This design comes from an exercise in tuning for a short achievable clock period and few clock cycles on the open sky130 flow, not from production work.
Function was checked by simulation only, so behaviour that the tests miss may differ from the original.
Power figures rest on the tool's default switching activity, not on a simulated workload.

## raven
==> flow/design.v <==
`timescale 1ns/1ps
module black_bean(
    clk,
    rst_n,
    IO_MEM_R_DATA,
    IO_MEM_W_DATA,
    IO_MEM_ADDR,
    IO_MEM_R_EN,
    IO_MEM_W_EN
);
input clk, rst_n;
input  [7:0] IO_MEM_R_DATA;
output [7:0] IO_MEM_W_DATA;
output [7:0] IO_MEM_ADDR;
output       IO_MEM_R_EN;
output       IO_MEM_W_EN;
reg [7:0] ar, dr0, dr1, dr2, cr;
reg [7:0] ir;
reg       ir_v;      
reg       ir_raw;    
reg [7:0] ir_pcx;    
reg [7:0] ir_pcx1;   
reg       ir_sk;     
reg       ir_jc;     
reg       ir_ih;     
reg [7:0] ir_iv;
reg       ph;        
reg k_s1, k_s2, k_s3, k_s4i, k_s4, k_s5, k_s6b, k_s6, k_s7, k_s8, k_s9, k_sc;
reg k_sz;            
reg k_t1, k_t2, k_t3, k_t4, k_t5, k_t6, k_t7, k_tc;
reg k_halt, k_rdalu, k_is62, k_load, k_wr, k_imm, k_nsk;
reg k_war, k_wpc;    
reg [7:0] ir2;
reg       ir2_v;
reg [7:0] ir2_a;     
reg       ir2_h;     
reg [7:0] ir2_hv;
reg [7:0] ir2_a1;    
reg [7:0] ir2_nx;    
reg       ir2_sk, ir2_jc;
reg [7:0] wa_m1;     
reg       ir2_bad;   
reg [7:0] addr_q, wdata_q;
reg [7:0] fl;        
reg       wen_q;
reg       halted;
assign IO_MEM_R_EN   = 1'b1;
assign IO_MEM_ADDR   = addr_q;
assign IO_MEM_W_DATA = wdata_q;
assign IO_MEM_W_EN   = wen_q;
wire [7:0] rd = IO_MEM_R_DATA;
wire [7:0] fa = addr_q;         
wire [7:0] fa1 = fa + 8'd1;
wire [7:0] fa2 = fa + 8'd2;
wire [7:0] fa_m1 = fl - 8'd1;
wire [7:0] npc  = k_sc ? ir_pcx1 : ir_pcx;
wire [7:0] npc1 = npc + 8'd1;
wire [7:0] npc2 = npc + 8'd2;
wire       hit_2 = k_sc ? hit_b : hit_a;
wire [7:0] hv_2  = k_sc ? hv_b : hv_a;
reg  [8:0] sum;
reg        lt, eq, gt;
reg        alu_stale;
reg        c_add, c_cmp, c_jc, c_lt, c_eq, c_gt, c_ge, c_ne, c_le;
wire [7:0] re = ({8{c_add}} & sum[7:0]) |
                ({8{c_cmp}} & (lt ? 8'h3c : eq ? 8'h3d : 8'h3e)) |
                ({8{c_jc}}  & (eq ? ar : ir_pcx));
wire [7:0] ad = {7'd0, c_add & sum[8]};
wire br_take = (c_lt & !lt) | (c_eq & !eq) | (c_gt & !gt) |
               (c_ge & lt)  | (c_ne & eq)  | (c_le & gt);
wire br_hold = !br_take;
wire [7:0] br = br_hold ? ir_pcx : ar;
localparam NIC = 8;
reg  [7:0] ic_op  [0:NIC-1];
reg  [7:0] ic_val [0:NIC-1];
reg  [NIC-1:0] ic_v;
reg  [2:0] ic_rr;               
reg        ins_v;               
reg  [7:0] ins_op, ins_val;
reg        hit_f, hit_a, hit_b;
reg  [7:0] hv_f, hv_a, hv_b;
integer ie;
always @(*) begin
    hit_f = 1'b0; hv_f = 8'h00;
    hit_a = 1'b0; hv_a = 8'h00;
    hit_b = 1'b0; hv_b = 8'h00;
    for (ie = 0; ie < NIC; ie = ie + 1) begin
        if (ic_v[ie] && ic_op[ie] == fl) begin
            hit_f = 1'b1;
            hv_f  = hv_f | ic_val[ie];
        end
        if (ic_v[ie] && ic_op[ie] == ir_pcx) begin
            hit_a = 1'b1;
            hv_a  = hv_a | ic_val[ie];
        end
        if (ic_v[ie] && ic_op[ie] == ir_pcx1) begin
            hit_b = 1'b1;
            hv_b  = hv_b | ic_val[ie];
        end
    end
end
wire [7:0] imm = ir_ih ? ir_iv : rd;
wire [7:0] v = ({8{k_s1 }} & ir)         |
               ({8{k_s2 }} & ir_pcx)     |
               ({8{k_s3 }} & ar)         |
               ({8{k_s4i}} & (dr0 + 8'd1)) |
               ({8{k_s4 }} & dr0)        |
               ({8{k_s5 }} & dr1)        |
               ({8{k_s6b}} & br)         |
               ({8{k_s6 }} & cr)         |
               ({8{k_s7 }} & dr2)        |
               ({8{k_s8 }} & re)         |
               ({8{k_s9 }} & ad)         |
               ({8{k_sc }} & ir_iv);
wire [7:0] wv = k_sz ? 8'h00 : v;    
wire live   = !halted && !ph && ir_v && !ir_raw;
wire stall  = alu_stale && k_rdalu;
wire run    = live && !stall && !k_halt;
wire go_b   = run && (k_load || k_wr);          
wire go_a   = run && !(k_load || k_wr);         
wire jump   = k_t2 && !ir_jc && !(k_is62 && br_hold);
wire a_jump = go_a && jump;
wire a_irx  = go_a && k_t1;
wire a_imm  = go_a && k_imm && !k_t1 && !k_t2;   
wire a_skp  = go_a && k_nsk && !k_imm && !k_t1 && !jump;
wire a_seq  = go_a && !jump && !k_t1 && !k_imm && !k_nsk;
wire a_dec  = !halted && !ph && ir_v && ir_raw;   
wire b_ld   = ph && !wen_q;
wire b_wr   = ph && wen_q;
wire b_jump = b_ld && k_t2;
wire b_irx  = b_ld && k_t1;
wire b_next = ph && !b_jump && !b_irx;
wire i2_ok  = ir2_v && !(b_wr && ir2_bad);
wire bubble  = !halted && !ph && !ir_v;
wire fetch   = bubble || a_seq;
wire xfer    = b_next && i2_ok;
wire refetch = b_next && !i2_ok;
wire f_sc  = (rd[7:4] == 4'hc);
wire f_tr  = (rd[3:0] != 4'h0) && (rd[3] == 1'b0);
wire f_sk  = f_sc && (!f_tr || hit_f);
wire f_jc  = f_sc && (rd[3:0] == 4'h2) && hit_f;
wire x_sk  = f_sc && (!f_tr || hit_2);
wire x_jc  = f_sc && (rd[3:0] == 4'h2) && hit_2;
wire w_cdd   = go_a && (k_t4 || k_t5 || k_t6);
wire [7:0] ar_next = (go_a && k_t3) ? v : ar;    
wire p_take  = fetch && !w_cdd && !alu_stale && (rd == 8'h62) && br_take;
wire cr_imm = go_a && k_t6 && k_sc;
wire cr_ld  = b_ld && k_t6;
wire cr_reg = go_a && k_t6 && !k_sc;
wire [7:0] crn = cr_imm ? imm : cr_ld ? rd : cr;
wire [7:0] nb = xfer ? ir2 : a_dec ? ir : rd;
wire       nh = xfer ? ir2_h : a_dec ? 1'b0 : hit_f;
wire       nsk = xfer ? ir2_sk : a_dec ? 1'b0 : f_sk;
wire [3:0] ns = nb[7:4];
wire [3:0] nt = nb[3:0];
wire       ntr = (nt != 4'h0) && (nt[3] == 1'b0);
wire hold   = halted || (!ph && ir_v && (ir_raw || stall || k_halt));
wire s_fpt  = fetch && p_take;
wire s_fjc  = fetch && f_jc;
wire s_fsk  = fetch && f_sk && !f_jc;
wire s_f1   = fetch && !f_sk && !p_take;
wire s_npc  = a_irx || b_irx || a_imm || a_skp;
wire [7:0] addr_n = ({8{go_b && k_war}}     & ar)      |
                    ({8{go_b && k_wpc}}     & ir_pcx)  |
                    ({8{xfer}}              & ir2_nx)  |
                    ({8{a_jump && k_sc}}    & imm)     |
                    ({8{a_jump && !k_sc}}   & v)       |
                    ({8{b_jump}}            & rd)      |
                    ({8{s_npc}}             & npc)     |
                    ({8{refetch}}           & ir2_a)   |
                    ({8{s_fpt}}             & ar_next) |
                    ({8{s_fjc}}             & hv_f)    |
                    ({8{s_fsk}}             & fa2)     |
                    ({8{s_f1}}              & fa1)     |
                    ({8{hold}}              & fa);
always @(posedge clk) begin
    sum <= {1'b0, dr0} + {1'b0, dr1};
    lt  <= dr0 < dr1;
    eq  <= dr0 == dr1;
    gt  <= dr0 > dr1;
    c_add <= crn == 8'h11;
    c_cmp <= crn == 8'h01;
    c_jc  <= crn == 8'h10;
    c_lt  <= crn == 8'h01;
    c_eq  <= crn == 8'h02;
    c_gt  <= crn == 8'h03;
    c_ge  <= crn == 8'h04;
    c_ne  <= crn == 8'h05;
    c_le  <= crn == 8'h06;
    ins_op  <= fa_m1;
    ins_val <= rd;
    if (ins_v) begin
        ic_op[ic_rr]  <= ins_op;
        ic_val[ic_rr] <= ins_val;
    end
    if (b_wr) begin
        for (ie = 0; ie < NIC; ie = ie + 1)
            if (ic_op[ie] == wa_m1) ic_val[ie] <= wdata_q;
    end
    if (!ph) begin
        ir2    <= rd;
        ir2_a  <= npc;
        ir2_a1 <= npc1;
        ir2_v  <= !k_nsk;
        ir2_h  <= hit_2;
        ir2_hv <= hv_2;
        ir2_sk <= x_sk;
        ir2_jc <= x_jc;
        ir2_nx <= x_jc ? hv_2 : x_sk ? npc2 : npc1;
        wdata_q <= wv;
        wa_m1  <= k_wpc ? ir_pcx - 8'd1 : ar - 8'd1;
        ir2_bad <= k_wpc ? (ir_pcx == npc || (hit_2 && ir_pcx == npc1))
                         : (ar == npc || (hit_2 && ar == npc1));
    end
    if (fetch || xfer || a_dec) begin
        ir     <= nb;
        ir_raw <= 1'b0;
        if (!a_dec) begin
            ir_pcx  <= xfer ? ir2_a1 : fa1;
            ir_pcx1 <= xfer ? ir2_a1 + 8'd1 : fa2;
            ir_sk   <= nsk;
            ir_jc   <= xfer ? ir2_jc : (f_jc || p_take);
            ir_ih   <= nh;
            ir_iv   <= xfer ? ir2_hv : hv_f;
        end
        k_s1  <= ns == 4'h1;
        k_s2  <= ns == 4'h2;
        k_s3  <= ns == 4'h3;
        k_s4i <= ns == 4'h4 && nt == 4'h4;
        k_s4  <= ns == 4'h4 && nt != 4'h4;
        k_s5  <= ns == 4'h5;
        k_s6b <= ns == 4'h6 && nt == 4'h2;
        k_s6  <= ns == 4'h6 && nt != 4'h2;
        k_s7  <= ns == 4'h7;
        k_s8  <= ns == 4'h8;
        k_s9  <= ns == 4'h9;
        k_sc  <= ns == 4'hc;
        k_sz  <= ns == 4'hc || ns == 4'hd || ns == 4'he;
        k_t1  <= nt == 4'h1;
        k_t2  <= nt == 4'h2;
        k_t3  <= nt == 4'h3;
        k_t4  <= nt == 4'h4;
        k_t5  <= nt == 4'h5;
        k_t6  <= nt == 4'h6;
        k_t7  <= nt == 4'h7;
        k_tc  <= nt == 4'hc;
        k_halt  <= nb == 8'h00;
        k_rdalu <= ns == 4'h8 || ns == 4'h9 || (ns == 4'h6 && nt == 4'h2);
        k_is62  <= ns == 4'h6 && nt == 4'h2;
        k_load  <= ns == 4'hd && ntr;
        k_wr    <= nt == 4'hc || nt == 4'hd;
        k_imm   <= ns == 4'hc && ntr && !nh;
        k_nsk   <= ns == 4'hc && !nsk;
        k_war   <= (ns == 4'hd && ntr) ||
                   ((nt == 4'hd) && (ns != 4'hc));
        k_wpc   <= (nt == 4'hc) || ((nt == 4'hd) && (ns == 4'hc));
    end
    if (a_irx || b_irx) begin
        ir      <= (b_irx || k_imm) ? rd : v;
        ir_raw  <= 1'b1;
        ir_pcx  <= npc;
        ir_pcx1 <= npc1;
        ir_sk   <= 1'b0;
        ir_jc   <= 1'b0;
        ir_ih   <= 1'b0;
    end
end
always @(posedge clk) begin
    if (!rst_n) begin
        ar <= 8'h00; dr0 <= 8'h00; dr1 <= 8'h00; dr2 <= 8'h00; cr <= 8'h00;
        ir_v    <= 1'b0;
        ph      <= 1'b0;
        addr_q  <= 8'h00;
        fl      <= 8'h01;
        wen_q   <= 1'b0;
        halted  <= 1'b0;
        alu_stale <= 1'b1;
        ic_v    <= {NIC{1'b0}};
        ic_rr   <= 3'd0;
        ins_v   <= 1'b0;
    end else begin
        if (go_a && !k_imm) begin
            if (k_t3) ar  <= v;
            if (k_t4) dr0 <= v;
            if (k_t5) dr1 <= v;
            if (k_t6) cr  <= v;
            if (k_t7) dr2 <= v;
        end
        if (b_ld || (go_a && k_imm)) begin
            if (k_t3) ar  <= rd;
            if (k_t4) dr0 <= rd;
            if (k_t5) dr1 <= rd;
            if (k_t6) cr  <= rd;
            if (k_t7) dr2 <= rd;
        end
        alu_stale <= (go_a && (k_t4 || k_t5 || cr_reg)) || (b_ld && (k_t4 || k_t5));
        if (live && !stall && k_halt)
            halted <= 1'b1;
        ins_v <= live && k_imm;
        if (ins_v) begin
            ic_v[ic_rr] <= 1'b1;
            ic_rr       <= ic_rr + 3'd1;
        end
        addr_q <= addr_n;
        fl     <= addr_n;
        wen_q  <= go_b && k_wr;
        ph     <= go_b;
        if (fetch || xfer || a_dec || a_irx || b_irx)
            ir_v <= 1'b1;
        if (a_jump || b_jump || a_imm || a_skp || refetch)
            ir_v <= 1'b0;
    end
end
endmodule
Settings: LEC_CHECK=0, ABC_CLOCK_PERIOD_IN_PS=1500, CAP_MARGIN=20, CORE_MARGIN=2, CORE_UTILIZATION=40, SETUP_SLACK_MARGIN=4, SLEW_MARGIN=20, TNS_END_PERCENT=100; clock period 5.5 ns.
run.sh (not shown) runs the stock make flow with config.mk's settings and CLKGATE_MAP_FILE= SYNTH_SCRIPT=/design/flow/synth_recipe.tcl, a recipe that flattens the netlist after the stock synthesis.
Testbench counts of raven, summed over its fixed seeds: cycles 272,325.
diff inputs: raven => violet
-- flow/design.v --
<<< raven, line 37
reg [7:0] ir2_hv;
reg [7:0] ir2_a1;    
reg [7:0] ir2_nx;    
reg       ir2_sk, ir2_jc;
reg [7:0] wa_m1;     
reg       ir2_bad;   
>>> violet, line 37
reg [7:0] ir2_hv;
reg [7:0] ir2_a1;    
reg [7:0] ir2_a2;    
reg [7:0] wa_m1;     
reg       ir2_bad;   
<<< raven, line 140
wire f_sk  = f_sc && (!f_tr || hit_f);
wire f_jc  = f_sc && (rd[3:0] == 4'h2) && hit_f;
wire x_sk  = f_sc && (!f_tr || hit_2);
wire x_jc  = f_sc && (rd[3:0] == 4'h2) && hit_2;
wire w_cdd   = go_a && (k_t4 || k_t5 || k_t6);
wire [7:0] ar_next = (go_a && k_t3) ? v : ar;    
>>> violet, line 139
wire f_sk  = f_sc && (!f_tr || hit_f);
wire f_jc  = f_sc && (rd[3:0] == 4'h2) && hit_f;
wire x_sc  = (ir2[7:4] == 4'hc);
wire x_tr  = (ir2[3:0] != 4'h0) && (ir2[3] == 1'b0);
wire x_sk  = x_sc && (!x_tr || ir2_h);
wire x_jc  = x_sc && (ir2[3:0] == 4'h2) && ir2_h;
wire [7:0] ir2_nx = x_jc ? ir2_hv : x_sk ? ir2_a2 : ir2_a1;
wire w_cdd   = go_a && (k_t4 || k_t5 || k_t6);
wire [7:0] ar_next = (go_a && k_t3) ? v : ar;    
<<< raven, line 151
wire [7:0] nb = xfer ? ir2 : a_dec ? ir : rd;
wire       nh = xfer ? ir2_h : a_dec ? 1'b0 : hit_f;
wire       nsk = xfer ? ir2_sk : a_dec ? 1'b0 : f_sk;
wire [3:0] ns = nb[7:4];
wire [3:0] nt = nb[3:0];
>>> violet, line 153
wire [7:0] nb = xfer ? ir2 : a_dec ? ir : rd;
wire       nh = xfer ? ir2_h : a_dec ? 1'b0 : hit_f;
wire       nsk = xfer ? x_sk : a_dec ? 1'b0 : f_sk;
wire [3:0] ns = nb[7:4];
wire [3:0] nt = nb[3:0];
<<< raven, line 205
        ir2_h  <= hit_2;
        ir2_hv <= hv_2;
        ir2_sk <= x_sk;
        ir2_jc <= x_jc;
        ir2_nx <= x_jc ? hv_2 : x_sk ? npc2 : npc1;
        wdata_q <= wv;
        wa_m1  <= k_wpc ? ir_pcx - 8'd1 : ar - 8'd1;
>>> violet, line 207
        ir2_h  <= hit_2;
        ir2_hv <= hv_2;
        ir2_a2 <= npc2;
        wdata_q <= wv;
        wa_m1  <= k_wpc ? ir_pcx - 8'd1 : ar - 8'd1;
<<< raven, line 218
        if (!a_dec) begin
            ir_pcx  <= xfer ? ir2_a1 : fa1;
            ir_pcx1 <= xfer ? ir2_a1 + 8'd1 : fa2;
            ir_sk   <= nsk;
            ir_jc   <= xfer ? ir2_jc : (f_jc || p_take);
            ir_ih   <= nh;
            ir_iv   <= xfer ? ir2_hv : hv_f;
>>> violet, line 218
        if (!a_dec) begin
            ir_pcx  <= xfer ? ir2_a1 : fa1;
            ir_pcx1 <= xfer ? ir2_a2 : fa2;
            ir_sk   <= nsk;
            ir_jc   <= xfer ? x_jc : (f_jc || p_take);
            ir_ih   <= nh;
            ir_iv   <= xfer ? ir2_hv : hv_f;
Notes after the runs:
In violet, sequential share of layout area is higher than in raven.
violet — data required time of the worst path 0.13 ns higher, raven as reference
In violet the per-cell routed wire length turned out about 3.2% lower than in raven.
Diff violet and raven: total chip power lower in violet
The higher area of the die of violet and raven is in raven.
Testbench counts of violet, summed over its fixed seeds: cycles 272,325.

-- afterwards: timing with drivers on the ports --
How much do the figures lean on ideal ports? The routed layouts below were timed once more, with nothing changed but the port constraints. Step 1 sets driving cells, clkbuf_16 on the clock port and buf_2 on the other inputs (assumed; they add their load-dependent delay and slew). Step 2, shift: input delay + t, output delay - t, t = (earliest + latest rising clock arrival at the registers) / 2. This alone moves slack from input paths to output paths. Slacks: ideal / step 1 / step 2; pairs: ideal / step 1.
run	t (ns)	setup WS [ns]	clock arrival spread, ns
raven	0.646	2.561 / 2.561 / 2.125	0.034 / 0.034
violet	0.635	2.744 / 2.744 / 2.284	0.036 / 0.036
After both steps every run listed still meets setup and hold. The setup slack of violet, which loses most, moves by 0.000 ns with the drivers and by -0.460 ns with both steps.
